Context: an optimization exercise on an open-source flow, tuned for small area, a short achievable clock period and few clock cycles. The choices shown serve that exercise and are no tape-out recipe. At most, simulation tests tie the RTL to the original design; equivalence was not proved. For runs 3 to 5, only the layout was checked, not whether the RTL still works. No activity file was given, so power comes from the tool's default toggle rates.

<file path="config.mk">
export PLATFORM = sky130hd
export DESIGN_NAME = ARM
export DESIGN_NICKNAME = ARM
export VERILOG_FILES = /design/flow/design.v
export SDC_FILE = /design/flow/constraint.sdc
export NUM_CORES = 4
export LEC_CHECK = 0
export CAP_MARGIN = 20
export CORE_MARGIN = 2
export CORE_UTILIZATION = 40
export SLEW_MARGIN = 20
</file>
<file path="constraint.sdc">
create_clock -name core_clock -period 20.0 [get_ports {clk}]
set_input_delay 4.0000 -clock core_clock [delete_from_list [all_inputs] [get_ports {clk}]]
set_output_delay 4.0000 -clock core_clock [all_outputs]
set_load 0.01 [all_outputs]
</file>
<file path="design.v">
module ARM(clk, rst, inst_addr, inst_data, data_addr, data_wdata, data_we, data_re, data_rdata);
    input clk, rst;
    output [31:0] inst_addr;
    input  [31:0] inst_data;
    output [31:0] data_addr, data_wdata;
    output data_we, data_re;
    input  [31:0] data_rdata;
    reg [31:0] pc, alt_pc;
    reg [31:0] ir;
    reg        e_v, e_pred;
    reg [3:0]  ra2;               
    reg [14:0] sa_rf, sb_rf;      
    reg        sa_pc, sb_pc;      
    reg        sa_fw, sb_fw;      
    reg        sa_k, sb_k;        
    reg [4:0]  ramt;              
    reg        fZr, zsel, fC, fN, fV;
    reg [31:0] m_res, m_wd;
    reg [3:0]  m_dst;
    reg        m_wb, m_ld, m_st;
    reg [14:0] rv;                
    wire [31:0] wb_val = m_ld ? data_rdata : m_res;
    wire [14:0] we;
    wire [31:0] rf_q [0:14];
    genvar gi;
    generate
        for (gi = 0; gi < 15; gi = gi + 1) begin : g_rf
            reg [31:0] r;
            assign we[gi] = m_wb & (m_dst == gi);
            always @(posedge clk)
                if (we[gi]) r <= wb_val;
            assign rf_q[gi] = r;
        end
    endgenerate
    function [31:0] rd_port;
        input [14:0] s;
        input spc, sfw, sk;
        input [3:0] idx;
        input [31:0] pcv, fwv;
        integer k;
        begin
            rd_port = ({32{spc}} & pcv) | ({32{sfw}} & fwv) | {28'd0, {4{sk}} & idx};
            for (k = 0; k < 15; k = k + 1)
                rd_port = rd_port | ({32{s[k]}} & rf_q[k]);
        end
    endfunction
    wire [3:0] cond = ir[31:28];
    wire is_dp  = ir[27:26] == 2'b00;
    wire is_mem = ir[27:26] == 2'b01;
    wire is_br  = ir[27:26] == 2'b10;
    wire I      = ir[25];
    wire [3:0] opc = ir[24:21];
    wire S      = ir[20];
    wire [3:0] rn = ir[19:16];
    wire [3:0] rd = ir[15:12];
    wire is_ld  = is_mem & ir[20];
    wire is_st  = is_mem & ~ir[20];
    wire op_and = opc == 4'b0000, op_eor = opc == 4'b0001, op_sub = opc == 4'b0010,
         op_add = opc == 4'b0100, op_adc = opc == 4'b0101, op_sbc = opc == 4'b0110,
         op_tst = opc == 4'b1000, op_cmp = opc == 4'b1010, op_orr = opc == 4'b1100,
         op_mov = opc == 4'b1101, op_mvn = opc == 4'b1111;
    wire dp_wb   = is_dp & (op_and | op_eor | op_sub | op_add | op_adc | op_sbc | op_orr | op_mov | op_mvn);
    wire uses_rn = is_mem | (is_dp & ~op_mov & ~op_mvn);
    wire uses_rm = is_dp & ~I & ~ir[4];
    wire fZ = zsel ? ~|m_res : fZr;
    function cond_pass;
        input [3:0] c;
        input z, cy, n, v;
        begin
            case (c)
                4'd0:  cond_pass = z;
                4'd1:  cond_pass = ~z;
                4'd2:  cond_pass = cy;
                4'd3:  cond_pass = ~cy;
                4'd4:  cond_pass = n;
                4'd5:  cond_pass = ~n;
                4'd6:  cond_pass = v;
                4'd7:  cond_pass = ~v;
                4'd8:  cond_pass = cy & ~z;
                4'd9:  cond_pass = ~cy | z;
                4'd10: cond_pass = n == v;
                4'd11: cond_pass = n != v;
                4'd12: cond_pass = ~z & (n == v);
                4'd13: cond_pass = z | (n != v);
                4'd14: cond_pass = 1'b1;
                default: cond_pass = 1'b0;
            endcase
        end
    endfunction
    wire cond_ok = cond_pass(cond, fZ, fC, fN, fV);
    wire stall = e_v & m_ld & ((uses_rn & (rn == m_dst)) | (uses_rm & (ra2 == m_dst)));
    wire [31:0] val_a = rd_port(sa_rf, sa_pc, sa_fw, sa_k, rn,  pc, m_res);
    wire [31:0] val_b = rd_port(sb_rf, sb_pc, sb_fw, sb_k, ra2, pc, m_res);
    wire [31:0] st_data = (m_ld & (m_dst == ra2)) ? data_rdata : val_b;
    wire [4:0] sh   = ir[11:7];
    wire [1:0] styp = ir[6:5];
    wire [31:0] rin = I ? {24'd0, ir[7:0]} : val_b;
    wire [63:0] rdbl = {rin, rin} >> ramt;
    wire [31:0] rot = rdbl[31:0];
    wire [31:0] ones = 32'hFFFFFFFF;
    wire [31:0] hi_m = ~(ones >> sh);           
    wire [31:0] lo_m = ~(ones << sh);           
    wire [31:0] keep = (I | styp == 2'b11) ? ones : (styp == 2'b00) ? ~lo_m : ~hi_m;
    wire [31:0] fill = (~I & styp == 2'b10) ? hi_m : 32'd0;
    wire [31:0] shifted = (rot & keep) | (fill & {32{val_b[31]}});
    wire [31:0] op2 = is_mem ? {{20{ir[11]}}, ir[11:0]} :
                      (~I & ir[4]) ? 32'd0 : shifted;
    wire sub  = is_dp & (op_sub | op_sbc | op_cmp);
    wire arith = is_mem | (is_dp & (op_sub | op_sbc | op_cmp | op_add | op_adc));
    wire cin  = (is_dp & (op_adc | op_sbc)) ? fC : sub;
    wire [31:0] bx = op2 ^ {32{sub}};
    wire [32:0] sum = {1'b0, val_a} + {1'b0, bx} + {32'd0, cin};
    reg [31:0] logic_res;
    always @(*) begin
        case (opc)
            4'b0000, 4'b1000: logic_res = val_a & op2;
            4'b0001:          logic_res = val_a ^ op2;
            4'b1100:          logic_res = val_a | op2;
            4'b1101:          logic_res = op2;
            4'b1111:          logic_res = ~op2;
            default:          logic_res = 32'd0;
        endcase
    end
    wire [31:0] res = arith ? sum[31:0] : logic_res;
    wire nC = arith & (sum[32] ^ sub);
    wire nV = arith & (val_a[31] == bx[31]) & (sum[31] != val_a[31]);
    wire nN = res[31];
    wire exec    = e_v & cond_ok & ~stall;
    wire setf    = exec & is_dp & S;
    wire e_wr    = exec & (dp_wb | is_ld);
    wire mispred = e_v & is_br & (cond_ok != e_pred);
    wire [31:0] nx = stall ? ir : inst_data;
    wire nx_st = nx[27:26] == 2'b01 && !nx[20];
    wire [3:0] nx_a = nx[19:16];
    wire [3:0] nx_b = nx_st ? nx[15:12] : nx[3:0];
    wire [14:0] rv_n = rv | we;
    wire [15:0] rv16 = {1'b1, rv_n};
    wire fw_a = e_wr & (rd == nx_a);
    wire fw_b = e_wr & (rd == nx_b);
    wire [4:0] nx_sh = nx[11:7];
    wire [4:0] nx_ramt = nx[25] ? {nx[11:8], 1'b0} : (nx[6:5] == 2'b00) ? (5'd0 - nx_sh) : nx_sh;
    wire f_br = inst_data[27:26] == 2'b10;
    wire [3:0] f_cond = inst_data[31:28];
    wire f_pend = e_v & is_dp & S & cond_ok;
    wire f_static = (f_cond == 4'd14) | ((f_cond != 4'd15) & inst_data[23]);
    wire f_taken = f_br & (f_pend ? f_static : cond_pass(f_cond, fZ, fC, fN, fV));
    wire [31:0] seq = pc + 32'd4;
    wire [29:0] tgt_w = pc[31:2] + {{6{inst_data[23]}}, inst_data[23:0]} + 30'd1;
    wire [31:0] tgt = {tgt_w, 2'b00};
    assign inst_addr  = pc;
    assign data_addr  = m_res;
    assign data_wdata = m_wd;
    assign data_we    = m_st;
    assign data_re    = m_ld;
    integer k;
    always @(posedge clk or posedge rst) begin
        if (rst) begin
            pc <= 32'd0;
            e_v <= 1'b0;
            fZr <= 1'b0; zsel <= 1'b0; fC <= 1'b0; fN <= 1'b0; fV <= 1'b0;
            m_wb <= 1'b0; m_ld <= 1'b0; m_st <= 1'b0;
            rv <= 15'd0;
        end else begin
            if (mispred) begin
                pc <= alt_pc;
                e_v <= 1'b0;
            end else if (!stall) begin
                pc <= f_taken ? tgt : seq;
                e_v <= 1'b1;
            end
            if (setf) begin
                zsel <= 1'b1; fC <= nC; fN <= nN; fV <= nV;
            end else if (zsel) begin
                zsel <= 1'b0; fZr <= ~|m_res;
            end
            m_wb <= e_wr;
            m_ld <= exec & is_ld;
            m_st <= exec & is_st;
            rv <= rv_n;
        end
    end
    always @(posedge clk) begin
        if (!stall) begin
            ir  <= inst_data;
            e_pred <= f_taken;
            alt_pc <= f_taken ? seq : tgt;
        end
        ra2 <= nx_b;
        ramt <= nx_ramt;
        for (k = 0; k < 15; k = k + 1) begin
            sa_rf[k] <= (nx_a == k) & rv_n[k] & ~fw_a;
            sb_rf[k] <= (nx_b == k) & rv_n[k] & ~fw_b;
        end
        sa_pc <= nx_a == 4'd15;
        sb_pc <= nx_b == 4'd15;
        sa_fw <= fw_a & (nx_a != 4'd15);
        sb_fw <= fw_b & (nx_b != 4'd15);
        sa_k  <= ~rv16[nx_a] & ~fw_a;
        sb_k  <= ~rv16[nx_b] & ~fw_b;
        m_res <= res;
        m_wd  <= st_data;
        m_dst <= rd;
    end
endmodule
</file>
<file path="flow/run.sh">
#!/bin/bash
set -euo pipefail
MARGIN=$(cat flow/margin.txt)
bash standard.sh SETUP_SLACK_MARGIN=$MARGIN finish > standard_flow.log 2>&1
</file>
<file path="flow/margin.txt">
14
</file>
<file path="standard.sh">
#!/bin/bash
# synth_recipe.tcl (not shown) runs the flow's synth.tcl, then flattens the netlist and writes it again
# the make line also repeats each setting of config.mk as NAME=value (left out here)
make -C /OpenROAD-flow-scripts/flow DESIGN_CONFIG=/design/flow/config.mk WORK_HOME=/design/flow/orfs CLKGATE_MAP_FILE= SYNTH_SCRIPT=/design/flow/synth_recipe.tcl "${@:-finish}"
</file>
==> results.txt, run 1 <==
----------------------------------------------------
[Die]
  Die Height ... between 300 and 400 um
  Placeable core region ... ~0.098 mm^2
  Die W ... ~320 um
  Number of top-level pins ... 164
  Die Area ... between 0.1 and 0.15 mm^2
  Initial core utilization ... between 40% and 50%
  Number of rows in the core area ... around 120

[Timing]
  Slew margin rel. ... approximately a fifth
  Share of the cycle needed by the critical path after routing ... 32.2%
  Peak Freq ... roughly 160 MHz
  Worst-Margin Slew ... 1.19 ns
  Max Transition Viols Final ... 0
  Final hold vios ... 0
  Final total negative setup slack ... 0 ns
  RSZ-0062 raised after global routing ... true
  Final worst clock skew ... a little under 0.03 ns
  Minimum clock period ... about 6.4 ns
  Final Setup Violations ... 0

[Synthesis]
  Most frequent cell after synthesis ... sky130_fd_sc_hd__edfxtp_1
  Synth top area share ... 39.5%
  Most used flip-flop cell after synthesis ... sky130_fd_sc_hd__edfxtp_1
  Cell Area, Synth ... slightly below 0.04 mm^2
  Share of async-settable or async-resettable flops after synthesis ... approximately 8%
  Top cell types by occurrence after synthesis ... sky130_fd_sc_hd__edfxtp_1, sky130_fd_sc_hd__nand2_1, sky130_fd_sc_hd__a22oi_1
  Cell type with the largest total area after synthesis ... sky130_fd_sc_hd__edfxtp_1
  Synth Warn # ... 1
  Post-Syn Instances ... between 3,000 and 4,000
  Proportion of synthesized chip area in sequential cells ... between 40% and 50%
  Unique cell type count in the Yosys netlist ... between 80 and 90
  Number of enable-type register cells in the synthesized netlist ... 522
  Post-synthesis area per instance ... between 10 and 15 um^2
  Flip-flop and latch count after synthesis ... between 700 and 800
  Biggest area contributors in the synthesized netlist ... sky130_fd_sc_hd__edfxtp_1, sky130_fd_sc_hd__dfxtp_1, sky130_fd_sc_hd__a22oi_1

[Global route]
  All-layer global routing usage ... between 30% and 40%
  Wire length of the first global-routing pass ... approximately 260 mm
  Pin count of the biggest net entering global routing ... 64
  Number of global-route vias before repair ... 35,100
  Final global-route overflow total ... 0
  Antenna violations before repair ... 6

[CTS]
  Total of hold buffers inserted after clock tree synthesis ... 0
  Skew-Pair Late Insertion Delay ... 0.67 ns
  CTS Buf Count ... 80
  H-tree depth ... 3
  Clock buffer depth ... 3
  Clock tree from TritonCTS ... built
  Clock Sinks ... 714
  Worst-path clk slew ... around 0.060 ns
  CTS Root Buffer Type ... sky130_fd_sc_hd__clkbuf_16

[Placement]
  GP Congestion ... roughly 1.0
  Port-buffer cells ... between 150 and 200
  HPWL reported at the end of detailed placement ... 113 mm
  Cell area reported after detailed placement ... between 0.04 and 0.05 mm^2

[Detailed routing]
  Number of antenna-violating nets in the routed design ... 0
  WL met2 ... between 70 and 80 mm
  Violation count after the first detailed-routing iteration ... about 6,400
  Highest metal layer with signal wires ... met5
  Length of routed wiring on met1 ... around 70 mm
  Total number of vias ... between 30,000 and 40,000
  Final routed wirelength across all metal layers ... ~190 mm
  Post-detailed-route via-to-cell ratio ... 6.94
  Post-route DRC ... 0
  Met3 WL post-DR ... between 20 and 30 mm
  Avg WL per Cell ... 34.8 um
  Total iterations of the first detailed-routing run ... 10

[Worst setup path]
  Worst Path Required ... ~20 ns
  Worst-case register-to-register setup slack ... 14.06 ns
  Worst r2r path cells ... 25
  Kind of critical path ... input pin to flop
  Crit end category ... flop
  Critical Path Fanout Max ... 3
  Kind of start point of the critical path ... input pin
  Crit path arrival time ... 6.83 ns

[Layout]
  Post-layout nets ... approximately 4,200
  Fraction of final layout cells sized beyond drive strength 1 ... a little under a fifth
  Number of fill cells ... just under 9,000
  Area Overhead vs Synth ... 23.3%
  Final instance area ... 0.0489 mm^2

[Pwr]
  Sum of internal, switching and leakage power ... 5.33 mW
  PD cells ... around 110 mW/mm^2
  Worst VDD drop ... ~0.062 mV
  Leakage power total ... between 15 and 20 nW

[Job]
  Max-capacitance violation count ... 0

[Status]
  Result of the run ... timing/DRC/antenna clean

[Hold path]
  Class of the tightest hold or removal check ... flop to flop
  WHS Path Cells ... 0

----------------------------------------------------
-- flip-flops by register name, summed over array words and instances (netlist names), 4 cells and up --
register / flops
alt_pc: 32
ramt: 5
ra2: 4
g_rf.r: 480
pc: 32
sa_rf: 15
ir: 32
m_dst: 4
rv: 15
m_wd: 32
sb_rf: 15
m_res: 32
-- through the flow --
stage / util (%) / setup slack (ns) / hold slack (ns) / cells
2_1_floorplan: - / 13.36 / 0.394 / 3763
3_3_place_gp: 43.8 / 12.30 / 0.434 / 5102
3_5_place_dp: 43.8 / 12.24 / 0.441 / 5102
4_1_cts: 48.6 / 13.65 / 0.453 / 5317
5_1_grt: 49.7 / 13.43 / 0.462 / 5363
6_report: 49.7 / 13.57 / 0.446 / 5366
-- final timing paths --
kind	startpoint	to
max	inst_data[0]	alt_pc[28]
max reg2reg	sb_fw	fN
min in group asynchronous	rst	rv[7]
max in group asynchronous	rst	pc[4]
min reg2reg	ir[13]	m_dst[1]
min	ir[13]	m_dst[1]
-- cell type report --
class                           count  area [um^2]  area share [%]
Clock inverter                     55          817            1.67
Inverter                          134          528            1.08
Antenna cell                        3         7.51          0.0153
Multi-Input combinational cell   2661        20000            40.9
Tap cell                         1287         1610            3.29
Clock buffer                       95         2150            4.40
Timing Repair Buffer              417         3950            8.07
Sequential cell                   714        19900            40.6
-- power by group --
part	total (mW)	switching, mW	internal [mW]
logic	1.78	1.10	0.686
clock network	1.67	0.654	1.01
registers	1.88	0.111	1.77
-- per-layer routing --
| metal | track usage, % | vias to the layer above |
|---|---|---|
| li1 | - | 15300 |
| met1 | 46.5 | 18100 |
| met2 | 49.5 | 3114 |
| met3 | 12.7 | 734 |
| met4 | 19.3 | 6 |
| met5 | 0 | - |
-- worst max-delay path: stages --
cell,delay (ns)
sky130_fd_sc_hd__buf_12,0.11
sky130_fd_sc_hd__inv_12,0.04
sky130_fd_sc_hd__ha_4,0.12
sky130_fd_sc_hd__inv_2,0.04
sky130_fd_sc_hd__fa_2,0.35
sky130_fd_sc_hd__a211oi_2,0.25
sky130_fd_sc_hd__o211ai_1,0.26
sky130_fd_sc_hd__a311oi_2,0.36
sky130_fd_sc_hd__nand2_1,0.10
sky130_fd_sc_hd__a221o_1,0.37
sky130_fd_sc_hd__a221oi_2,0.32
sky130_fd_sc_hd__nand2b_1,0.11
sky130_fd_sc_hd__a21oi_2,0.13
sky130_fd_sc_hd__xor2_1,0.18
sky130_fd_sc_hd__mux2i_1,0.09
-- cells in the final DEF, fill, tap and decap left out, types with 74 or more instances in the layout --
cell type / n
sky130_fd_sc_hd__a21oi_1: 211
sky130_fd_sc_hd__a221oi_1: 125
sky130_fd_sc_hd__a22o_1: 109
sky130_fd_sc_hd__a22oi_1: 294
sky130_fd_sc_hd__buf_4: 210
sky130_fd_sc_hd__clkbuf_16: 86
sky130_fd_sc_hd__clkdlybuf4s50_1: 136
sky130_fd_sc_hd__dfxtp_1: 105
sky130_fd_sc_hd__edfxtp_1: 522
sky130_fd_sc_hd__ha_1: 101
sky130_fd_sc_hd__inv_1: 122
sky130_fd_sc_hd__nand2_1: 285
sky130_fd_sc_hd__nand3_1: 74
sky130_fd_sc_hd__nor2_1: 210
sky130_fd_sc_hd__o21ai_0: 184
sky130_fd_sc_hd__xnor2_1: 81
-- cells by family (layout without fill, tap and decap cells) --
kind of cell | count (synthesis) | in the layout | share of synthesized area [%]
compound gates | 1319 | 1319 | 23.5
simple gates | 929 | 929 | 11.2
flops | 714 | 714 | 49.9
buf+inv | 388 | 701 | 4.16
xor+xnor | 142 | 142 | 3.13
mux | 142 | 142 | 3.97
fa+ha+maj | 129 | 129 | 4.12
other cells | 0 | 3 | 0
-- timing repair --
| action | 4_1_cts | 5_1_grt |
|---|---|---|
| setup buffers | 61 | 41 |
| setup endpoints to repair | 136 | 87 |
| gates resized for setup | 291 | 179 |
| pin swaps | 47 | 74 |
| gates cloned | 4 | 5 |
Testbench counts, summed over its fixed seeds: cycles 81,880.
==> run 2, diff against run 1 <==
==> flow/run.sh (replaced) <==
#!/bin/bash
set -euo pipefail
KNOBS=()
while IFS= read -r line; do
  [[ -z "$line" || "$line" == \#* ]] && continue
  KNOBS+=("$line")
done < flow/knobs.txt
bash standard.sh "${KNOBS[@]}" finish > standard_flow.log 2>&1
==> flow/knobs.txt (new file) <==
SETUP_SLACK_MARGIN=14
removed: flow/margin.txt
==> run 2 against run 1 <==
  * Sequential power hardly changed
  * Clock power is essentially flat
  * Critical path type unchanged
  * Highest routed layer unchanged
  * Synthesized cell count did not move
  * Clock skew unchanged
  * Global-route usage did not move
==> results.txt, run 2 <==
----------------------------------------------------
[Status]
  Result of the run ... timing/DRC/antenna clean

[Worst setup path]
  Critical Path Fanout Max ... 3 (unchanged)
  Buffers & Inverters on Critical Path ... 3 (unchanged)
  Critical-path cell list ... buf_12 > inv_12 > ha_4 > inv_2 > fa_2 > a211oi_2 > o211ai_1 > a311oi_2 > nand2_1 > a221o_1 > a221oi_2 > nand2b_1 > a21oi_2 > xor2_1 > mux2i_1
  Kind of critical path ... input pin to flop
  Crit-path leading delay family ... compound AO/OA/AOI/OAI gates
  Largest stage delay on the critical path ... 0.37 ns (about the same)
  Kind of start point of the critical path ... input pin
  Worst Path Required ... 20.40 ns (about the same)
  CP max stage cell ... sky130_fd_sc_hd__a221o_1
  Crit end category ... flop
  Crit path arrival time ... 6.83 ns (about the same)

[Timing]
  Minimum clock period ... 6.43 ns (unchanged)
  RSZ-0062 raised after global routing ... true
  Max Transition Viols Final ... 0 (unchanged)
  Slew margin rel. ... 19.6% (unchanged)
  Min setup slack post-route ... 13.57 ns (unchanged)
  Worst hold slack ... 0.446 ns (unchanged)
  Final total negative setup slack ... 0 ns (unchanged)
  Final hold vios ... 0 (unchanged)
  Final worst clock skew ... 0.0290 ns (unchanged)
  Worst-Margin Slew ... 1.19 ns (unchanged)
  Share of the cycle needed by the critical path after routing ... 32.2% (unchanged)
  Final Setup Violations ... 0 (unchanged)
  Peak Freq ... 155 MHz (unchanged)

[Synthesis]
  Synth top area share ... 39.5% (unchanged)
  Most frequent cell after synthesis ... sky130_fd_sc_hd__edfxtp_1
  Top cell types by occurrence after synthesis ... sky130_fd_sc_hd__edfxtp_1, sky130_fd_sc_hd__nand2_1, sky130_fd_sc_hd__a22oi_1
  Biggest area contributors in the synthesized netlist ... sky130_fd_sc_hd__edfxtp_1, sky130_fd_sc_hd__dfxtp_1, sky130_fd_sc_hd__a22oi_1
  Share of async-settable or async-resettable flops after synthesis ... 7.84% (unchanged)
  Number of enable-type register cells in the synthesized netlist ... 522 (unchanged)
  Most used flip-flop cell after synthesis ... sky130_fd_sc_hd__edfxtp_1
  Cell Area, Synth ... 0.0397 mm^2 (unchanged)
  Synth Warn # ... 1 (unchanged)
  Post-synthesis area per instance ... 10.6 um^2 (unchanged)
  Unique cell type count in the Yosys netlist ... 86 (unchanged)
  Cell type with the largest total area after synthesis ... sky130_fd_sc_hd__edfxtp_1
  Post-Syn Instances ... 3,763 (unchanged)
  Proportion of synthesized chip area in sequential cells ... 49.9% (unchanged)
  Flip-flop and latch count after synthesis ... 714 (unchanged)

[Detailed routing]
  Avg WL per Cell ... 34.8 um (unchanged)
  Number of antenna-violating nets in the routed design ... 0 (unchanged)
  Post-route DRC ... 0 (unchanged)
  Post-detailed-route via-to-cell ratio ... 6.94 (unchanged)
  Final routed wirelength across all metal layers ... 187 mm (unchanged)
  Violation count after the first detailed-routing iteration ... 6,393 (unchanged)
  Total number of vias ... 37,300 (unchanged)
  Total iterations of the first detailed-routing run ... 10 (unchanged)

[Die]
  Initial core utilization ... 40.3% (unchanged)
  Die Area ... 0.102 mm^2 (unchanged)
  Number of rows in the core area ... 115 (unchanged)
  Die W ... 319 um (unchanged)
  Placeable core region ... 0.0984 mm^2 (unchanged)
  Number of top-level pins ... 164 (unchanged)
  Die Height ... 319 um (unchanged)

[Layout]
  Most common library cell in the layout ignoring fill and taps ... sky130_fd_sc_hd__edfxtp_1
  Fraction of final layout cells sized beyond drive strength 1 ... 19.1% (unchanged)
  Area Overhead vs Synth ... 23.3% (unchanged)
  Biggest register ... g_rf.r
  Max FFs per register ... 480 (unchanged)
  Filler-free cell count of the finished design ... 5,366 (unchanged)
  Final standard cell utilization of the core ... 49.7% (unchanged)
  Most frequent cells in the layout ... sky130_fd_sc_hd__edfxtp_1, sky130_fd_sc_hd__a22oi_1, sky130_fd_sc_hd__nand2_1
  Number of fill cells ... 8,758 (unchanged)
  Post-layout nets ... 4,203 (unchanged)

[Placement]
  GP Congestion ... 1.02 (unchanged)
  HPWL reported at the end of detailed placement ... 113 mm (unchanged)
  Instance count after placement with tap cells included ... 5,102 (unchanged)
  Post-placement worst setup slack ... 12.24 ns (unchanged)
  Port-buffer cells ... 163 (unchanged)

[Global route]
  Number of global-route vias before repair ... 35,100 (unchanged)
  Antenna violations before repair ... 6 (unchanged)
  Final global-route overflow total ... 0 (unchanged)
  Wire length of the first global-routing pass ... 258 mm (unchanged)
  All-layer global routing usage ... 35.1% (unchanged)
  Pin count of the biggest net entering global routing ... 64 (unchanged)

[CTS]
  Total of hold buffers inserted after clock tree synthesis ... 0 (unchanged)
  Skew-Pair Late Insertion Delay ... 0.67 ns (about the same)
  Clock tree from TritonCTS ... built
  CTS Buf Count ... 80 (unchanged)
  CTS Root Buffer Type ... sky130_fd_sc_hd__clkbuf_16
  H-tree depth ... 3 (unchanged)
  Clock buffer depth ... 3 (unchanged)
  Worst-path clk slew ... 0.06 ns (about the same)
  Clock Sinks ... 714 (unchanged)

[Pwr]
  Leakage power total ... 17.6 nW (unchanged)
  Worst VDD drop ... 0.0617 mV (unchanged)
  PD cells ... 109 mW/mm^2 (unchanged)

[Job]
  Max-capacitance violation count ... 0 (unchanged)

[Hold path]
  Class of the tightest hold or removal check ... flop to flop

----------------------------------------------------
==> run 2: cell counts in the layout (fill, tap and decap cells not counted) <==
No cell type changed its count.
==> run 2: worst paths after layout <==
kind	startpoint	to	slack [ns]	cells past startpoint
max	inst_data[0]	alt_pc[28]	13.57	15
min	ir[13]	m_dst[1]	0.45	0
max reg2reg	sb_fw	fN	14.06	25
min reg2reg	ir[13]	m_dst[1]	0.45	0
max in group asynchronous	rst	pc[4]	15.39	3
min in group asynchronous	rst	rv[7]	3.92	3
==> run 2: per-stage QoR <==
stage,area [um^2],power [mW]
6_report,48900,5.33
2_1_floorplan,39800,2.74
5_1_grt,48900,5.50
4_1_cts,47800,5.18
3_3_place_gp,43100,3.40
3_5_place_dp,43100,3.41
==> run 2: repair_timing <==
action / CTS / global route
endpoints found under the setup margin: 136 / 87
pin swaps: 47 / 74
cloned: 4 / 5
setup buffers: 61 / 41
gates resized for setup: 291 / 179
==> run 2: logic make-up after synthesis <==
family                     count (synthesis)  share of synthesized area [%]
AOI/OAI and AO/OA                       1319                           23.5
adders and majority gates                129                           4.12
and+or+nand+nor                          929                           11.2
muxes                                    142                           3.97
xor gates and xnor gates                 142                           3.13
buffers and inverters                    388                           4.16
DFF                                      714                           49.9
==> run 2: where the power goes <==
group          internal, mW  total (mW)  switching (mW)  leakage, nW
registers              1.77        1.88           0.111         6.69
clock network          1.01        1.67           0.654         1.44
logic                 0.686        1.78            1.10         9.46
total                  3.47        5.33            1.86         17.6
==> run 2: routing by layer <==
layer,wire length (um),track usage (%),vias to the layer above
li1,-,-,15300
met1,68800,46.5,18100
met2,75300,49.5,3114
met3,29600,12.7,734
met4,12900,19.3,6
met5,96,0,-
==> run 2: area by class of cell <==
| cell class | count | area (um^2) | area share (%) |
|---|---|---|---|
| multi-input combinational | 2661 | 20000 | 40.9 |
| sequential | 714 | 19900 | 40.6 |
| timing repair buffer | 417 | 3950 | 8.07 |
| clock buffer | 95 | 2150 | 4.40 |
| tap | 1287 | 1610 | 3.29 |
| clock inverter | 55 | 817 | 1.67 |
| inverter | 134 | 528 | 1.08 |
| antenna | 3 | 7.51 | 0.0153 |
==> run 3, diff against run 2 <==
--- a/design.v
+++ b/design.v
@@ -130,4 +130,15 @@
     wire e_wr    = exec & (dp_wb | is_ld);
     wire mispred = e_v & is_br & (cond_ok != e_pred);
+    wire [31:0] e_tgt = alt_pc + {{6{ir[23]}}, ir[23:0], 2'b00};
+    wire [21:0] pc_hi    = pc[31:10];
+    wire [21:0] pc_hi_p1 = pc_hi + 22'd1;
+    wire [21:0] pc_hi_m1 = pc_hi - 22'd1;
+    wire [8:0]  lo_inc   = {1'b0, pc[9:2]} + 9'd1;
+    wire [31:0] seq      = {lo_inc[8] ? pc_hi_p1 : pc_hi, lo_inc[7:0], 2'b00};
+    wire [8:0]  lo_tgt   = {1'b0, pc[9:2]} + {1'b0, inst_data[7:0]} + 9'd1;
+    wire f_off_pos = ~|inst_data[23:8];
+    wire f_off_neg = &inst_data[23:8];
+    wire [21:0] hi_tgt = f_off_neg ? (lo_tgt[8] ? pc_hi : pc_hi_m1) : (lo_tgt[8] ? pc_hi_p1 : pc_hi);
+    wire [31:0] tgt = {hi_tgt, lo_tgt[7:0], 2'b00};
     wire [31:0] nx = stall ? ir : inst_data;
     wire nx_st = nx[27:26] == 2'b01 && !nx[20];
@@ -144,8 +155,5 @@
     wire f_pend = e_v & is_dp & S & cond_ok;
     wire f_static = (f_cond == 4'd14) | ((f_cond != 4'd15) & inst_data[23]);
-    wire f_taken = f_br & (f_pend ? f_static : cond_pass(f_cond, fZ, fC, fN, fV));
-    wire [31:0] seq = pc + 32'd4;
-    wire [29:0] tgt_w = pc[31:2] + {{6{inst_data[23]}}, inst_data[23:0]} + 30'd1;
-    wire [31:0] tgt = {tgt_w, 2'b00};
+    wire f_taken = f_br & (f_off_pos | f_off_neg) & (f_pend ? f_static : cond_pass(f_cond, fZ, fC, fN, fV));
     assign inst_addr  = pc;
     assign data_addr  = m_res;
@@ -163,5 +171,5 @@
         end else begin
             if (mispred) begin
-                pc <= alt_pc;
+                pc <= e_pred ? alt_pc : e_tgt;
                 e_v <= 1'b0;
             end else if (!stall) begin
@@ -184,5 +192,5 @@
             ir  <= inst_data;
             e_pred <= f_taken;
-            alt_pc <= f_taken ? seq : tgt;
+            alt_pc <= seq;
         end
         ra2 <= nx_b;
==> flow/run.sh (replaced) <==
#!/bin/bash
set -euo pipefail
KNOBS=$(grep -v '^#' flow/knobs.txt | tr '\n' ' ')
bash standard.sh $KNOBS finish > standard_flow.log 2>&1
==> run 3 against run 2 <==
  * Still clean on timing, DRC and antenna
  * Setup slack improved by 0.21 ns
  * Non-clock buffer count rose by 129
  * Sequential share of layout area fell by 2.4 points
  * Via count rose by 7.4%
  * Global-route usage rose by 1.6 points
==> results.txt, run 3 <==
----------------------------------------------------
[Die]
  Placeable core region ... 0.102 mm^2 (+3.4%)
  Number of rows in the core area ... 117 (+1.7%)
  Die Height ... 324 um (+1.7%)
  Die Area ... 0.105 mm^2 (+3.4%)
  Die W ... 324 um (+1.7%)
  Number of top-level pins ... 164 (unchanged)
  Initial core utilization ... 40.4% (about the same)

[Worst setup path]
  Worst Path Required ... 20.54 ns (+0.14 ns)
  WP depth ... 16 (+1)
  Worst-case register-to-register setup slack ... 13.79 ns (-0.27 ns)
  Start point of the critical path ... inst_data[0]
  Critical Path Fanout Max ... 6 (+3)
  Crit end category ... flop
  Kind of critical path ... input pin to flop
  Worst flop-to-flop path startpoint ... sb_rf[3]
  Buffers & Inverters on Critical Path ... 4 (+1)
  Destination of the critical timing path ... pc[25]
  Crit-path leading delay family ... compound AO/OA/AOI/OAI gates
  Most repeated library cell on the critical path ... sky130_fd_sc_hd__a21oi_2
  Crit path arrival time ... 6.76 ns (-0.07 ns)
  Kind of start point of the critical path ... input pin
  Capture point of the worst reg-to-reg path ... fC
  CP max stage cell ... sky130_fd_sc_hd__a2111o_1
  Critical-path cell list ... buf_12 > inv_12 > ha_4 > inv_2 > fa_2 > a21o_1 > a21oi_2 > o21bai_2 > a21oi_2 > o21ai_4 > xor2_4 > a2111o_1 > o21ai_4 > buf_6 > a21oi_2 > o22a_1
  Worst r2r path cells ... 25 (unchanged)
  Largest stage delay on the critical path ... 0.45 ns (+0.08 ns)

[Placement]
  HPWL reported at the end of detailed placement ... 119 mm (+5.2%)
  Port-buffer cells ... 161 (-1.2%)
  GP Congestion ... 1.01 (-1.3%)

[Timing]
  Peak Freq ... 161 MHz (+3.4%)
  RSZ-0062 raised after global routing ... true
  Worst hold slack ... 0.512 ns (+0.0666 ns)
  Minimum clock period ... 6.22 ns (-0.213 ns)
  Max Transition Viols Final ... 0 (unchanged)
  Final hold vios ... 0 (unchanged)
  Final total negative setup slack ... 0 ns (unchanged)
  Worst-Margin Slew ... 1.12 ns (-0.0714 ns)
  Share of the cycle needed by the critical path after routing ... 31.1% (-1.1 points)
  Final Setup Violations ... 0 (unchanged)
  Final worst clock skew ... 0.0576 ns (+0.0286 ns)
  Slew margin rel. ... 24.1% (+4.5 points)

[Pwr]
  Leakage power total ... 18.9 nW (+7.3%)
  Clk network pwr share ... 30.2% (-1.1 points)
  Switching power share of the total ... 36.1% (+1.2 points)
  Seq pwr share ... 36.3% (+1.0 points)
  Worst VDD drop ... 0.0600 mV (-2.7%)
  Logic pwr share ... 33.5% (about the same)
  Sum of internal, switching and leakage power ... 5.13 mW (-3.7%)
  P_int ... 3.28 mW (-5.4%)
  Sw Pwr ... 1.85 mW (-0.36%)
  PD cells ... 99.1 mW/mm^2 (-9.0%)

[Hold path]
  Class of the tightest hold or removal check ... flop to flop
  Hold path startpoint ... rv[4]

[Synthesis]
  Proportion of synthesized chip area in sequential cells ... 47.9% (-1.9 points)
  Most frequent cell after synthesis ... sky130_fd_sc_hd__edfxtp_1
  Post-synthesis area per instance ... 10.5 um^2 (-0.32%)
  Most used flip-flop cell after synthesis ... sky130_fd_sc_hd__edfxtp_1
  Fraction of the mapped netlist area in compound gates ... 24.6% (+1.0 points)
  Number of enable-type register cells in the synthesized netlist ... 520 (-0.38%)
  Top cell types by occurrence after synthesis ... sky130_fd_sc_hd__edfxtp_1, sky130_fd_sc_hd__a22oi_1, sky130_fd_sc_hd__nand2_1
  Cell type with the largest total area after synthesis ... sky130_fd_sc_hd__edfxtp_1
  Largest family of logic cells by synthesized area ... compound AO/OA/AOI/OAI gates
  Synth top area share ... 38.0% (-1.5 points)
  Post-Syn Instances ... 3,904 (+3.7%)
  Cell Area, Synth ... 0.0411 mm^2 (+3.4%)
  Post-Synth XOR/XNOR Area ... 2.96% (-0.17 points)
  Unique cell type count in the Yosys netlist ... 95 (+10%)
  Flip-flop and latch count after synthesis ... 710 (-0.56%)
  Fraction of synthesized area in multiplexers ... 4.30% (+0.33 points)
  Synth Warn # ... 1 (unchanged)
  Adder-cell area share of the yosys netlist ... 4.34% (+0.22 points)
  Biggest area contributors in the synthesized netlist ... sky130_fd_sc_hd__edfxtp_1, sky130_fd_sc_hd__dfxtp_1, sky130_fd_sc_hd__a22oi_1
  Share of synthesized cell area in and, or, nand and nor gates ... 11.6% (+0.34 points)
  Share of async-settable or async-resettable flops after synthesis ... 7.61% (-0.24 points)

[Detailed routing]
  Number of antenna-violating nets in the routed design ... 0 (unchanged)
  Violation count after the first detailed-routing iteration ... 6,675 (+4.4%)
  Avg WL per Cell ... 35.4 um (+1.9%)
  WL met2 ... 81.7 mm (+8.6%)
  Post-route DRC ... 0 (unchanged)
  Met3 WL post-DR ... 30.7 mm (+3.9%)
  Highest metal layer with signal wires ... met4
  Total iterations of the first detailed-routing run ... 9 (-1)
  Total number of vias ... 40,000 (+7.4%)
  Length of routed wiring on met1 ... 73.4 mm (+6.7%)
  Final routed wirelength across all metal layers ... 202 mm (+8.3%)
  Post-detailed-route via-to-cell ratio ... 7.02 (+1.1%)

[CTS]
  Worst-path clk slew ... 0.06 ns (about the same)
  CTS Buf Count ... 81 (+1.3%)
  H-tree depth ... 3 (unchanged)
  Clock tree from TritonCTS ... built
  Skew-Pair Late Insertion Delay ... 0.70 ns (+0.03 ns)
  CTS Root Buffer Type ... sky130_fd_sc_hd__clkbuf_16
  Clock Sinks ... 710 (-0.56%)
  Clock buffer depth ... 3 (unchanged)

[Layout]
  Final standard cell utilization of the core ... 50.9% (+1.2 points)
  Area Overhead vs Synth ... 26.2%
  Biggest register ... g_rf.r
  Max FFs per register ... 480 (unchanged)
  Post-layout nets ... 4,467 (+6.3%)
  Fraction of final layout cells sized beyond drive strength 1 ... 21.2% (+2.1 points)
  Most frequent cells in the layout ... sky130_fd_sc_hd__edfxtp_1, sky130_fd_sc_hd__buf_4, sky130_fd_sc_hd__a22oi_1
  Most common library cell in the layout ignoring fill and taps ... sky130_fd_sc_hd__edfxtp_1

[Global route]
  Number of global-route vias before repair ... 37,500 (+6.9%)
  All-layer global routing usage ... 36.6% (+1.6 points)
  Wire length of the first global-routing pass ... 278 mm (+7.8%)
  Antenna violations before repair ... 6 (unchanged)
  Pin count of the biggest net entering global routing ... 65 (+1.6%)
  Final global-route overflow total ... 0 (unchanged)

[Status]
  Result of the run ... timing/DRC/antenna clean

[Job]
  Max-capacitance violation count ... 0 (unchanged)

----------------------------------------------------
==> run 3: changes by cell type after synthesis, sizes merged, moves of 23 or more <==
cell    change
o21a       +23
o211ai     +33
o21ai      -56
clkbuf     +33
nand2      -26
a211oi     +23
==> run 3: cell families after synthesis <==
group | after synthesis
other | 1
DFF | 710
and+or+nand+nor | 966
muxes | 139
adders and majority gates | 140
xor gates and xnor gates | 139
AOI/OAI and AO/OA | 1383
buffers and inverters | 426
==> run 3: worst reg2reg max path, cell delays in order (launching register included) <==
cell                        delay [ns]
sky130_fd_sc_hd__dfxtp_4          0.42
sky130_fd_sc_hd__clkbuf_16        0.22
sky130_fd_sc_hd__buf_4            0.20
sky130_fd_sc_hd__a22o_1           0.24
sky130_fd_sc_hd__a221oi_2         0.19
sky130_fd_sc_hd__and4_4           0.32
sky130_fd_sc_hd__a21oi_1          0.12
sky130_fd_sc_hd__nor4_4           0.40
sky130_fd_sc_hd__mux2_4           0.25
sky130_fd_sc_hd__mux4_2           0.32
sky130_fd_sc_hd__a2bb2oi_4        0.19
sky130_fd_sc_hd__xnor2_2          0.14
sky130_fd_sc_hd__fa_2             0.25
sky130_fd_sc_hd__inv_2            0.05
sky130_fd_sc_hd__fa_2             0.41
sky130_fd_sc_hd__a211oi_2         0.30
sky130_fd_sc_hd__o21a_2           0.28
sky130_fd_sc_hd__o21a_4           0.16
sky130_fd_sc_hd__o32ai_4          0.08
sky130_fd_sc_hd__a221o_2          0.44
sky130_fd_sc_hd__a211oi_4         0.22
sky130_fd_sc_hd__buf_6            0.16
sky130_fd_sc_hd__o31ai_4          0.07
sky130_fd_sc_hd__a211oi_2         0.30
sky130_fd_sc_hd__mux2i_1          0.11
sky130_fd_sc_hd__mux2_4           0.28
==> run 3: area by class of cell <==
class | count | area, um^2
timing repair inverter | 3 | 20.0
timing repair buffer | 546 | 5650
sequential | 710 | 19800
antenna | 7 | 17.5
clock inverter | 39 | 447
multi-input combinational | 2769 | 21300
clock buffer | 111 | 2270
fill | 9065 | 49900
tap | 1368 | 1710
inverter | 150 | 599
==> run 3: how the worst min path moves through the flow <==
stage	endpoint	slack (ns)	cells past startpoint
global route	m_dst[0]	0.54	0
floorplan	m_dst[0]	0.42	0
detailed placement	rv[4]	0.49	2
global placement	rv[4]	0.49	2
finish	rv[4]	0.51	2
CTS	rv[4]	0.50	2
==> run 3: through the flow <==
stage / setup slack (ns) / cells / instance area [um^2]
after global placement: 11.50 / 5316 / 44600
after global routing: 13.69 / 5697 / 51800
after CTS: 13.88 / 5628 / 50500
after detailed placement: 11.39 / 5316 / 44600
final: 13.78 / 5703 / 51800
after floorplan: 13.48 / 3905 / 41200
==> run 3: per-layer routing <==
layer	track usage, %	vias to the layer above
li1	-	16200
met1	46.2	19500
met2	51.2	3453
met3	14.4	880
met4	25.3	0
met5	0	-
==> run 3: timing repair <==
| action | CTS | global route |
|---|---|---|
| setup buffers | 141 | 61 |
| hold buffers | 0 | 0 |
| setup endpoints to repair | 94 | 72 |
| gates resized for setup | 353 | 163 |
| cloned | 21 | 7 |
| pin swaps | 77 | 95 |
==> run 3: power groups by stage <==
stage               Combinational [mW]  Clock, mW  Sequential (mW)
finish                            1.72       1.55             1.87
global route                      1.80       1.60             1.87
CTS                               1.59       1.55             1.86
detailed placement                1.48          0             1.88
global placement                  1.47          0             1.88
floorplan                        0.833          0             1.86
==> run 4, diff against run 3 <==
--- a/design.v
+++ b/design.v
@@ -6,5 +6,5 @@
     output data_we, data_re;
     input  [31:0] data_rdata;
-    reg [31:0] pc, alt_pc;
+    reg [31:0] pc;
     reg [31:0] ir;
     reg        e_v, e_pred;
@@ -14,4 +14,5 @@
     reg        sa_fw, sb_fw;      
     reg        sa_k, sb_k;        
+    reg        sb_im;             
     reg [4:0]  ramt;              
     reg        fZr, zsel, fC, fN, fV;
@@ -91,9 +92,9 @@
     wire stall = e_v & m_ld & ((uses_rn & (rn == m_dst)) | (uses_rm & (ra2 == m_dst)));
     wire [31:0] val_a = rd_port(sa_rf, sa_pc, sa_fw, sa_k, rn,  pc, m_res);
-    wire [31:0] val_b = rd_port(sb_rf, sb_pc, sb_fw, sb_k, ra2, pc, m_res);
+    wire [31:0] val_b = rd_port(sb_rf, sb_pc, sb_fw, sb_k, ra2, pc, m_res) | {24'd0, {8{sb_im}} & ir[7:0]};
     wire [31:0] st_data = (m_ld & (m_dst == ra2)) ? data_rdata : val_b;
     wire [4:0] sh   = ir[11:7];
     wire [1:0] styp = ir[6:5];
-    wire [31:0] rin = I ? {24'd0, ir[7:0]} : val_b;
+    wire [31:0] rin = val_b;
     wire [63:0] rdbl = {rin, rin} >> ramt;
     wire [31:0] rot = rdbl[31:0];
@@ -130,5 +131,6 @@
     wire e_wr    = exec & (dp_wb | is_ld);
     wire mispred = e_v & is_br & (cond_ok != e_pred);
-    wire [31:0] e_tgt = alt_pc + {{6{ir[23]}}, ir[23:0], 2'b00};
+    wire [31:0] e_off = {{6{ir[23]}}, ir[23:0], 2'b00};
+    wire [31:0] e_fix = pc + (e_off ^ {32{e_pred}}) + {31'd0, e_pred};
     wire [21:0] pc_hi    = pc[31:10];
     wire [21:0] pc_hi_p1 = pc_hi + 22'd1;
@@ -148,5 +150,6 @@
     wire [15:0] rv16 = {1'b1, rv_n};
     wire fw_a = e_wr & (rd == nx_a);
-    wire fw_b = e_wr & (rd == nx_b);
+    wire nx_imm = nx[27:26] == 2'b00 && nx[25];
+    wire fw_b = e_wr & (rd == nx_b) & ~nx_imm;
     wire [4:0] nx_sh = nx[11:7];
     wire [4:0] nx_ramt = nx[25] ? {nx[11:8], 1'b0} : (nx[6:5] == 2'b00) ? (5'd0 - nx_sh) : nx_sh;
@@ -171,5 +174,5 @@
         end else begin
             if (mispred) begin
-                pc <= e_pred ? alt_pc : e_tgt;
+                pc <= e_fix;
                 e_v <= 1'b0;
             end else if (!stall) begin
@@ -192,5 +195,4 @@
             ir  <= inst_data;
             e_pred <= f_taken;
-            alt_pc <= seq;
         end
         ra2 <= nx_b;
@@ -198,12 +200,13 @@
         for (k = 0; k < 15; k = k + 1) begin
             sa_rf[k] <= (nx_a == k) & rv_n[k] & ~fw_a;
-            sb_rf[k] <= (nx_b == k) & rv_n[k] & ~fw_b;
+            sb_rf[k] <= (nx_b == k) & rv_n[k] & ~fw_b & ~nx_imm;
         end
         sa_pc <= nx_a == 4'd15;
-        sb_pc <= nx_b == 4'd15;
+        sb_pc <= (nx_b == 4'd15) & ~nx_imm;
+        sb_im <= nx_imm;
         sa_fw <= fw_a & (nx_a != 4'd15);
         sb_fw <= fw_b & (nx_b != 4'd15);
         sa_k  <= ~rv16[nx_a] & ~fw_a;
-        sb_k  <= ~rv16[nx_b] & ~fw_b;
+        sb_k  <= ~rv16[nx_b] & ~fw_b & ~nx_imm;
         m_res <= res;
         m_wd  <= st_data;
==> run 4 against run 3 <==
  * Non-clock buffer count down 134
  * Setup slack worse by 0.14 ns
  * Power up 0.11%
  * Cell count down 10%
  * Clock skew down 0.0073 ns
  * Design area down 7.4%
  * Maximum frequency down 2.2%
  * Critical path depth up 1
  * Register-to-register slack better by 0.23 ns
  * Combinational power about the same
  * Synthesized area down 4.4%
  * Core utilization down 1.5 points
  * Critical endpoint is now pc[19]
  * Largest power group unchanged
==> results.txt, run 4 <==
----------------------------------------------------
[CTS]
  Worst-path clk slew ... 0.06 ns (about the same)
  Clock tree from TritonCTS ... built
  Clock Sinks ... 683 (-3.8%)
  Skew-Pair Late Insertion Delay ... 0.68 ns (-0.02 ns)
  H-tree depth ... 3 (unchanged)
  CTS Root Buffer Type ... sky130_fd_sc_hd__clkbuf_16
  Total of hold buffers inserted after clock tree synthesis ... 0 (unchanged)
  CTS Buf Count ... 79 (-2.5%)
  Clock buffer depth ... 3 (unchanged)

[Detailed routing]
  Number of antenna-violating nets in the routed design ... 0 (unchanged)
  Avg WL per Cell ... 34.9 um (-1.6%)
  Violation count after the first detailed-routing iteration ... 6,194 (-7.2%)
  Post-detailed-route via-to-cell ratio ... 6.87 (-2.1%)
  Post-route DRC ... 0 (unchanged)
  Total iterations of the first detailed-routing run ... 13 (+4)
  Final routed wirelength across all metal layers ... 179 mm (-12%)
  Total number of vias ... 35,200 (-12%)

[Layout]
  Reg area ... 0.0189 mm^2 (-4.3%)
  Most frequent cells in the layout ... sky130_fd_sc_hd__edfxtp_1, sky130_fd_sc_hd__a22oi_1, sky130_fd_sc_hd__nand2_1
  Number of fill cells ... 8,515 (-6.1%)
  Multi-input combinational cell area ... 0.0201 mm^2 (-6.0%)
  Biggest register ... g_rf.r
  Max FFs per register ... 480 (unchanged)
  Area Overhead vs Synth ... 22.2%
  Most common library cell in the layout ignoring fill and taps ... sky130_fd_sc_hd__edfxtp_1
  Post-layout nets ... 3,990 (-11%)
  Fraction of final layout cells sized beyond drive strength 1 ... 20.7% (-0.55 points)

[Synthesis]
  Cell Area, Synth ... 0.0393 mm^2 (-4.4%)
  Share of synthesized cell area in and, or, nand and nor gates ... 10.2% (-1.4 points)
  Top cell types by occurrence after synthesis ... sky130_fd_sc_hd__edfxtp_1, sky130_fd_sc_hd__a22oi_1, sky130_fd_sc_hd__nand2_1
  Synth Warn # ... 1 (unchanged)
  Synth top area share ... 37.5% (-0.55 points)
  Most used flip-flop cell after synthesis ... sky130_fd_sc_hd__edfxtp_1
  Biggest area contributors in the synthesized netlist ... sky130_fd_sc_hd__edfxtp_1, sky130_fd_sc_hd__a22oi_1, sky130_fd_sc_hd__dfxtp_1
  Unique cell type count in the Yosys netlist ... 97 (+2.1%)
  Post-synthesis area per instance ... 11.1 um^2 (+5.6%)
  Proportion of synthesized chip area in sequential cells ... 48.0% (+0.078 points)
  Most frequent cell after synthesis ... sky130_fd_sc_hd__edfxtp_1
  Share of async-settable or async-resettable flops after synthesis ... 8.20% (+0.59 points)
  Flip-flop and latch count after synthesis ... 683 (-3.8%)
  Number of enable-type register cells in the synthesized netlist ... 490 (-5.8%)
  Fraction of the mapped netlist area in compound gates ... 20.6% (-4.0 points)
  Largest family of logic cells by synthesized area ... compound AO/OA/AOI/OAI gates
  Post-Syn Instances ... 3,536 (-9.4%)
  Cell type with the largest total area after synthesis ... sky130_fd_sc_hd__edfxtp_1
  Adder-cell area share of the yosys netlist ... 4.63% (+0.29 points)
  Fraction of synthesized area in multiplexers ... 8.71% (+4.4 points)
  Post-Synth XOR/XNOR Area ... 3.84% (+0.87 points)

[Timing]
  Final total negative setup slack ... 0 ns (unchanged)
  Final Setup Violations ... 0 (unchanged)
  Minimum clock period ... 6.36 ns (+0.143 ns)
  Peak Freq ... 157 MHz (-2.2%)
  RSZ-0062 raised after global routing ... true
  Final hold vios ... 0 (unchanged)
  Share of the cycle needed by the critical path after routing ... 31.8% (+0.71 points)
  Worst-Margin Slew ... 1.11 ns (-0.00898 ns)
  Slew margin rel. ... 25.4% (+1.3 points)
  Max Transition Viols Final ... 0 (unchanged)
  Min setup slack post-route ... 13.64 ns (-0.143 ns)
  Final worst clock skew ... 0.0503 ns (-0.00727 ns)
  Worst hold slack ... 0.498 ns (-0.0142 ns)

[Placement]
  Port-buffer cells ... 163 (+1.2%)
  HPWL reported at the end of detailed placement ... 108 mm (-9.6%)
  Post-placement worst setup slack ... 11.97 ns (+0.582 ns)
  GP Congestion ... 1.04 (+2.5%)

[Worst setup path]
  Start point of the critical path ... inst_data[0]
  Kind of start point of the critical path ... input pin
  Worst-case register-to-register setup slack ... 14.02 ns (+0.23 ns)
  Destination of the critical timing path ... pc[19]
  Critical-path cell list ... buf_12 > inv_12 > ha_4 > inv_2 > fa_2 > a21o_1 > a21oi_2 > o21ai_2 > o41ai_2 > xor2_1 > nor2_2 > and4_1 > a41o_4 > o31ai_4 > buf_12 > o21ba_1 > o22a_1
  Crit end category ... flop
  Capture point of the worst reg-to-reg path ... fC
  Largest stage delay on the critical path ... 0.36 ns (-0.09 ns)
  Most repeated library cell on the critical path ... sky130_fd_sc_hd__buf_12
  Crit path arrival time ... 6.89 ns (+0.13 ns)
  Critical Path Fanout Max ... 15 (+9)
  CP max stage cell ... sky130_fd_sc_hd__fa_2
  Worst flop-to-flop path startpoint ... sb_rf[1]
  Worst Path Required ... 20.53 ns (about the same)
  Worst r2r path cells ... 26 (+4.0%)
  Kind of critical path ... input pin to flop

[Pwr]
  Leakage power total ... 17.6 nW (-6.7%)
  PD cells ... 107 mW/mm^2 (+8.1%)
  Worst VDD drop ... 0.0677 mV (+13%)

[Global route]
  Pin count of the biggest net entering global routing ... 58 (-11%)
  Wire length of the first global-routing pass ... 247 mm (-11%)
  Antenna violations before repair ... 10 (+4)
  Final global-route overflow total ... 0 (unchanged)
  All-layer global routing usage ... 34.6% (-2.1 points)
  Number of global-route vias before repair ... 33,400 (-11%)

[Hold path]
  Class of the tightest hold or removal check ... flop to flop

[Die]
  Number of rows in the core area ... 114 (-2.6%)
  Die Height ... 317 um (-2.2%)
  Initial core utilization ... 40.5% (+0.12 points)
  Number of top-level pins ... 164 (unchanged)
  Die Area ... 0.101 mm^2 (-4.3%)
  Placeable core region ... 0.0970 mm^2 (-4.7%)
  Die W ... 317 um (-2.2%)

[Status]
  Result of the run ... timing/DRC/antenna clean

[Job]
  Max-capacitance violation count ... 0 (unchanged)

----------------------------------------------------
-- run 4: cell count changes after synthesis, moves of 29 or more --
cell,previous run,this run
sky130_fd_sc_hd__a21oi_1,225,112
sky130_fd_sc_hd__a22oi_1,287,372
sky130_fd_sc_hd__nand2_1,269,212
sky130_fd_sc_hd__mux4_2,21,70
sky130_fd_sc_hd__nor2_1,235,186
sky130_fd_sc_hd__a22o_1,106,63
sky130_fd_sc_hd__o21ai_0,158,120
sky130_fd_sc_hd__a31oi_1,55,18
sky130_fd_sc_hd__mux2_2,48,83
sky130_fd_sc_hd__clkbuf_1,208,174
sky130_fd_sc_hd__xnor2_1,70,104
sky130_fd_sc_hd__a211oi_1,48,16
sky130_fd_sc_hd__edfxtp_1,520,490
sky130_fd_sc_hd__o211ai_1,45,16
-- run 4: timing repair --
action                                  in CTS  in global routing
gates cloned                                 6                  1
pin swaps                                   66                 58
resized for setup                          225                101
endpoints found under the setup margin      92                 57
buffers inserted                            79                 29
-- run 4: kinds of logic (layout without fill, tap and decap cells) --
kind of cell / after synthesis / in the layout
muxes: 240 / 240
other: 0 / 4
DFF: 683 / 683
adders and majority gates: 143 / 143
buffers and inverters: 391 / 702
and+or+nand+nor: 814 / 815
xor gates and xnor gates: 172 / 172
AOI/OAI and AO/OA: 1093 / 1093
-- run 4: worst max-delay path: cells and delay by family --
family | cells | cell delay (ns)
and+or+nand+nor | 2 | 0.23
AOI/OAI and AO/OA | 8 | 1.55
xor gates and xnor gates | 1 | 0.24
buffers and inverters | 4 | 0.39
adders and majority gates | 2 | 0.47
-- run 4: worst min path at each step --
stage | cells past startpoint | endpoint | slack, ns | from
6_report | 2 | fZr | 0.50 | fZr
5_1_grt | 0 | m_dst[2] | 0.53 | ir[14]
4_1_cts | 2 | fZr | 0.50 | fZr
3_5_place_dp | 2 | fZr | 0.49 | fZr
3_3_place_gp | 2 | fZr | 0.47 | fZr
2_1_floorplan | 0 | m_dst[0] | 0.33 | ir[12]
-- run 4: per-stage QoR --
stage	cell area [um^2]	cells	power, mW	util (%)
global route	48000	5127	5.28	49.5
global placement	42700	4861	3.35	44.0
floorplan	39400	3536	2.67	-
finish	48000	5128	5.14	49.5
detailed placement	42700	4861	3.36	44.0
CTS	47300	5094	5.03	48.7
-- run 4: final cells by class --
cell class | count | area share, %
Tap cell | 1276 | 3.33
Sequential cell | 683 | 39.4
Timing Repair Buffer | 412 | 8.30
Inverter | 142 | 1.15
Clock inverter | 61 | 1.73
Multi-Input combinational cell | 2463 | 41.8
Antenna cell | 4 | 0.0209
Clock buffer | 87 | 4.24
-- run 4: where the power goes --
| group | leakage [nW] | internal (mW) | switching (mW) |
|---|---|---|---|
| registers | 6.33 | 1.67 | 0.128 |
| clock network | 1.39 | 0.946 | 0.657 |
| logic | 9.89 | 0.687 | 1.06 |
-- run 4: per-layer routing --
layer  GRT usage [%]  vias up  routed length [um]
li1                -    14500                   -
met1            43.1    16900               63200
met2            50.0     3092               74100
met3            13.1      764               27500
met4            22.7        2               14000
met5               0        -                  13
==> run 5, diff against run 4 <==
--- a/design.v
+++ b/design.v
@@ -1,2 +1,23 @@
+module add32(a, b, ci, s, co);
+    input  [31:0] a, b;
+    input  ci;
+    output [31:0] s;
+    output co;
+    assign {co, s} = {1'b0, a} + {1'b0, b} + {32'd0, ci};
+endmodule
+module add8p1(a, b, s, co);
+    input  [7:0] a, b;
+    output [7:0] s;
+    output co;
+    assign {co, s} = {1'b0, a} + {1'b0, b} + 9'd1;
+endmodule
+module pick_taken(ok_f, ok_b, cond, back, br, near, taken);
+    input  [15:0] ok_f, ok_b;
+    input  [3:0] cond;
+    input  back, br, near;
+    output taken;
+    wire [15:0] ok = back ? ok_b : ok_f;
+    assign taken = br & near & ok[cond];
+endmodule
 module ARM(clk, rst, inst_addr, inst_data, data_addr, data_wdata, data_we, data_re, data_rdata);
     input clk, rst;
@@ -111,5 +132,6 @@
     wire cin  = (is_dp & (op_adc | op_sbc)) ? fC : sub;
     wire [31:0] bx = op2 ^ {32{sub}};
-    wire [32:0] sum = {1'b0, val_a} + {1'b0, bx} + {32'd0, cin};
+    wire [32:0] sum;
+    add32 alu_add(.a(val_a), .b(bx), .ci(cin), .s(sum[31:0]), .co(sum[32]));
     reg [31:0] logic_res;
     always @(*) begin
@@ -138,5 +160,6 @@
     wire [8:0]  lo_inc   = {1'b0, pc[9:2]} + 9'd1;
     wire [31:0] seq      = {lo_inc[8] ? pc_hi_p1 : pc_hi, lo_inc[7:0], 2'b00};
-    wire [8:0]  lo_tgt   = {1'b0, pc[9:2]} + {1'b0, inst_data[7:0]} + 9'd1;
+    wire [8:0]  lo_tgt;
+    add8p1 tgt_add(.a(pc[9:2]), .b(inst_data[7:0]), .s(lo_tgt[7:0]), .co(lo_tgt[8]));
     wire f_off_pos = ~|inst_data[23:8];
     wire f_off_neg = &inst_data[23:8];
@@ -157,6 +180,16 @@
     wire [3:0] f_cond = inst_data[31:28];
     wire f_pend = e_v & is_dp & S & cond_ok;
-    wire f_static = (f_cond == 4'd14) | ((f_cond != 4'd15) & inst_data[23]);
-    wire f_taken = f_br & (f_off_pos | f_off_neg) & (f_pend ? f_static : cond_pass(f_cond, fZ, fC, fN, fV));
+    reg [15:0] ok_f, ok_b;
+    integer c;
+    always @(*)
+        for (c = 0; c < 16; c = c + 1) begin
+            ok_f[c] = f_pend ? (c == 14) : cond_pass(c, fZ, fC, fN, fV);
+            ok_b[c] = f_pend ? (c != 15) : cond_pass(c, fZ, fC, fN, fV);
+        end
+    wire f_taken;
+    pick_taken pt(.ok_f(ok_f), .ok_b(ok_b), .cond(f_cond), .back(inst_data[23]), .br(f_br),
+                  .near(f_off_pos | f_off_neg), .taken(f_taken));
+    wire [31:0] pc_other = mispred ? e_fix : stall ? pc : seq;
+    wire f_follow = f_taken & ~mispred & ~stall;
     assign inst_addr  = pc;
     assign data_addr  = m_res;
@@ -173,11 +206,7 @@
             rv <= 15'd0;
         end else begin
-            if (mispred) begin
-                pc <= e_fix;
-                e_v <= 1'b0;
-            end else if (!stall) begin
-                pc <= f_taken ? tgt : seq;
-                e_v <= 1'b1;
-            end
+            pc <= f_follow ? tgt : pc_other;
+            if (mispred) e_v <= 1'b0;
+            else if (!stall) e_v <= 1'b1;
             if (setf) begin
                 zsel <= 1'b1; fC <= nC; fN <= nN; fV <= nV;
==> flow/run.sh (replaced) <==
#!/bin/bash
set -euo pipefail
KNOBS=()
while IFS= read -r line; do
  [[ -z "$line" || "$line" == \#* ]] && continue
  KNOBS+=("$line")
done < flow/knobs.txt
bash standard.sh "${KNOBS[@]}" finish > standard_flow.log 2>&1
--- a/config.mk
+++ b/config.mk
@@ -10,2 +10,3 @@
 export CORE_UTILIZATION = 40
 export SLEW_MARGIN = 20
+export SYNTH_HIERARCHICAL = 1
==> run 5 against run 4 <==
  * Power decreased by 0.11%
  * Clock power decreased by 3%
  * Wire length increased by 8.8%
  * Via count increased by 9.0%
  * Synthesized area increased by 2.8%
  * Flip-flop and latch count unchanged
  * Die area increased by 2.8%
  * Hold slack improved by 0.0066 ns
  * First-iteration DRC count increased by 14%
  * Sequential power about the same
  * Clock skew increased by 0.014 ns
  * Core utilization decreased by 0.097 points
==> results.txt, run 5 <==
----------------------------------------------------
[Global route]
  Final global-route overflow total ... 0 (unchanged)
  Wire length of the first global-routing pass ... 260 mm (+5.1%)
  Antenna violations before repair ... 7 (-3)
  All-layer global routing usage ... 35.3% (+0.71 points)
  Pin count of the biggest net entering global routing ... 65 (+12%)
  Number of global-route vias before repair ... 35,100 (+5.0%)

[Worst setup path]
  Capture point of the worst reg-to-reg path ... m_res[29]
  Worst r2r path cells ... 20 (-23%)
  CP max stage cell ... sky130_fd_sc_hd__or4_4
  Critical Path Fanout Max ... 6 (-9)
  Largest stage delay on the critical path ... 0.56 ns (+0.20 ns)
  Crit path arrival time ... 6.66 ns (-0.23 ns)
  Most repeated library cell on the critical path ... sky130_fd_sc_hd__buf_12
  Kind of critical path ... input pin to flop
  Worst-case register-to-register setup slack ... 14.00 ns (-0.02 ns)
  Kind of start point of the critical path ... input pin
  Worst flop-to-flop path startpoint ... sb_rf[2]
  Crit end category ... flop
  Critical-path cell list ... buf_12 > nand4_1 > or4_4 > nand2_4 > o311ai_4 > a211oi_2 > buf_6 > and2_4 > nand2_8 > buf_12 > buf_8 > nor3_4 > a41oi_2 > a211o_1 > a21oi_2
  Worst Path Required ... 20.57 ns (+0.04 ns)

[CTS]
  Skew-Pair Late Insertion Delay ... 0.70 ns (+0.02 ns)
  Clock buffer depth ... 3 (unchanged)
  Clock tree from TritonCTS ... built
  Clock Sinks ... 683 (unchanged)
  H-tree depth ... 3 (unchanged)
  Worst-path clk slew ... 0.05 ns (about the same)
  CTS Buf Count ... 80 (+1.3%)
  CTS Root Buffer Type ... sky130_fd_sc_hd__clkbuf_16
  Total of hold buffers inserted after clock tree synthesis ... 0 (unchanged)

[Die]
  Initial core utilization ... 40.4% (-0.11 points)
  Number of top-level pins ... 164 (unchanged)
  Number of rows in the core area ... 116 (+1.8%)
  Die Area ... 0.103 mm^2 (+2.8%)
  Die Height ... 322 um (+1.4%)
  Die W ... 322 um (+1.4%)
  Placeable core region ... 0.100 mm^2 (+3.1%)

[Timing]
  Min setup slack post-route ... 13.91 ns (+0.269 ns)
  Minimum clock period ... 6.09 ns (-0.269 ns)
  Max Transition Viols Final ... 0 (unchanged)
  RSZ-0062 raised after global routing ... true
  Worst-Margin Slew ... 1.13 ns (+0.0125 ns)
  Final worst clock skew ... 0.0639 ns (+0.0136 ns)
  Peak Freq ... 164 MHz (+4.4%)
  Slew margin rel. ... 22.7% (-2.7 points)
  Final hold vios ... 0 (unchanged)
  Final total negative setup slack ... 0 ns (unchanged)
  Final Setup Violations ... 0 (unchanged)
  Worst hold slack ... 0.505 ns (+0.00665 ns)
  Share of the cycle needed by the critical path after routing ... 30.5% (-1.3 points)

[Detailed routing]
  Total number of vias ... 38,400 (+9.0%)
  Avg WL per Cell ... 35.4 um (+1.6%)
  Violation count after the first detailed-routing iteration ... 7,049 (+14%)
  Final routed wirelength across all metal layers ... 194 mm (+8.8%)
  Post-route DRC ... 0 (unchanged)
  Post-detailed-route via-to-cell ratio ... 6.99 (+1.8%)
  Total iterations of the first detailed-routing run ... 8 (-5)
  Number of antenna-violating nets in the routed design ... 0 (unchanged)

[Synthesis]
  Number of enable-type register cells in the synthesized netlist ... 490 (unchanged)
  Most frequent cell after synthesis ... sky130_fd_sc_hd__edfxtp_1
  Unique cell type count in the Yosys netlist ... 102 (+5.2%)
  Biggest area contributors in the synthesized netlist ... sky130_fd_sc_hd__edfxtp_1, sky130_fd_sc_hd__dfxtp_1, sky130_fd_sc_hd__a22oi_1
  Post-synthesis area per instance ... 10.5 um^2 (-5.5%)
  Synth Warn # ... 7 (+6)
  Flip-flop and latch count after synthesis ... 683 (unchanged)
  Proportion of synthesized chip area in sequential cells ... 46.7% (-1.3 points)
  Synth top area share ... 36.4% (-1.0 points)
  Top cell types by occurrence after synthesis ... sky130_fd_sc_hd__edfxtp_1, sky130_fd_sc_hd__a22oi_1, sky130_fd_sc_hd__nand2_1
  Cell Area, Synth ... 0.0404 mm^2 (+2.8%)
  Post-Syn Instances ... 3,846 (+8.8%)
  Share of async-settable or async-resettable flops after synthesis ... 8.20% (unchanged)
  Cell type with the largest total area after synthesis ... sky130_fd_sc_hd__edfxtp_1
  Most used flip-flop cell after synthesis ... sky130_fd_sc_hd__edfxtp_1

[Layout]
  Final instance area ... 0.0494 mm^2 (+2.9%)
  Biggest register ... g_rf.r
  Fraction of final layout cells sized beyond drive strength 1 ... 19.6% (-1.0 points)
  Most frequent cells in the layout ... sky130_fd_sc_hd__edfxtp_1, sky130_fd_sc_hd__a22oi_1, sky130_fd_sc_hd__nand2_1
  Max FFs per register ... 480 (unchanged)
  Filler-free cell count of the finished design ... 5,492 (+7.1%)
  Post-layout nets ... 4,330 (+8.5%)
  Area Overhead vs Synth ... 22.3% (about the same)
  Final standard cell utilization of the core ... 49.4% (-0.097 points)
  Most common library cell in the layout ignoring fill and taps ... sky130_fd_sc_hd__edfxtp_1

[Hold path]
  Worst Hold Path EP ... fZr
  Class of the tightest hold or removal check ... flop to flop
  WHS Path Cells ... 1 (-1)
  Hold path startpoint ... fZr

[Placement]
  Post-placement worst setup slack ... 11.86 ns (-0.108 ns)
  Port-buffer cells ... 163 (unchanged)
  Cell area reported after detailed placement ... 0.0437 mm^2 (+2.3%)
  GP Congestion ... 1.05 (+1.8%)
  Instance count after placement with tap cells included ... 5,174 (+6.4%)
  HPWL reported at the end of detailed placement ... 119 mm (+10%)

[Pwr]
  Sum of internal, switching and leakage power ... 5.13 mW (-0.11%)
  Worst VDD drop ... 0.0698 mV (+3.0%)
  Leakage power total ... 18.3 nW (+3.8%)
  PD cells ... 104 mW/mm^2 (-2.9%)

[Job]
  Max-capacitance violation count ... 0 (unchanged)

[Status]
  Result of the run ... timing/DRC/antenna clean

----------------------------------------------------
## run 5: cell types whose count changed in the layout (fill, tap and decap cells not counted), sizes merged, moves of 20 or more
cell    previous run  this run
a21oi            114       183
a22o              63        92
a22oi            373       345
and2              11        44
buf              248       298
clkbuf            89       113
mux2              88        52
mux2i             82        62
nand2            212       332
nor2             187       240
o211ai            17        37
o21ai            135       155
xnor2            104        72
## run 5: area by class of cell
class | count | area (um^2)
inverters | 152 | 571
fillers | 8834 | 50600
flip-flops and latches | 683 | 18900
clock buffers | 100 | 2160
diodes | 4 | 10.0
well taps | 1298 | 1620
clock inverters | 50 | 631
multi-input cells | 2747 | 20800
repair buffers | 458 | 4610
## run 5: power by group
group | switching (mW) | internal [mW] | total (mW) | leakage (nW)
Combinational | 1.13 | 0.680 | 1.81 | 10.6
Clock | 0.660 | 0.887 | 1.55 | 1.34
Sequential | 0.125 | 1.66 | 1.78 | 6.34
## run 5: repair_timing
action,in CTS,in global routing
cloned,5,15
resized for setup,240,195
setup endpoints to repair,96,53
pin swaps,26,64
setup buffers,63,81
## run 5: worst max path at each step
stage	startpoint	endpoint	slack (ns)	depth (start not counted)
CTS	inst_data[9]	pc[31]	13.89	15
floorplan	inst_data[14]	pc[12]	13.39	15
global route	inst_data[23]	pc[28]	13.84	14
global placement	inst_data[23]	pc[25]	11.93	14
detailed placement	inst_data[23]	pc[25]	11.86	14
finish	inst_data[23]	pc[26]	13.91	15
## run 5: cell families after synthesis
family	after synthesis	share of synthesized area (%)
compound gates	1207	21.9
simple gates	1060	12.7
flops	683	46.7
buf+inv	422	4.38
mux	174	6.44
xor+xnor	156	3.40
fa+ha+maj	142	4.46
other cells	2	0.0186
## run 5: per-module statistics from Yosys, one instance, submodules excluded
module / copies in the design / area (um^2) / flip-flops and latches
ARM: 1 / 38000 / 683
add8p1: 1 / 347 / 0
pick_taken: 1 / 300 / 0
add32: 1 / 1750 / 0
## run 5: routing by layer
layer / vias to the layer above / track usage, % / wire length (um) / part of all wire [%]
met1: 18700 / 44.9 / 69100 / 36
met5: - / 0 / 103 / 0.053
li1: 15600 / - / - / -
met3: 783 / 14.2 / 31800 / 16
met2: 3304 / 51.2 / 79600 / 41
met4: 6 / 18.4 / 13800 / 7.1
## run 5: critical path: cells and delay by family
kind / cells / cell delay [ns]
AO/OA/AOI/OAI: 5 / 0.83
AND/OR/NAND/NOR: 6 / 1.27
buffers and inverters: 4 / 0.54
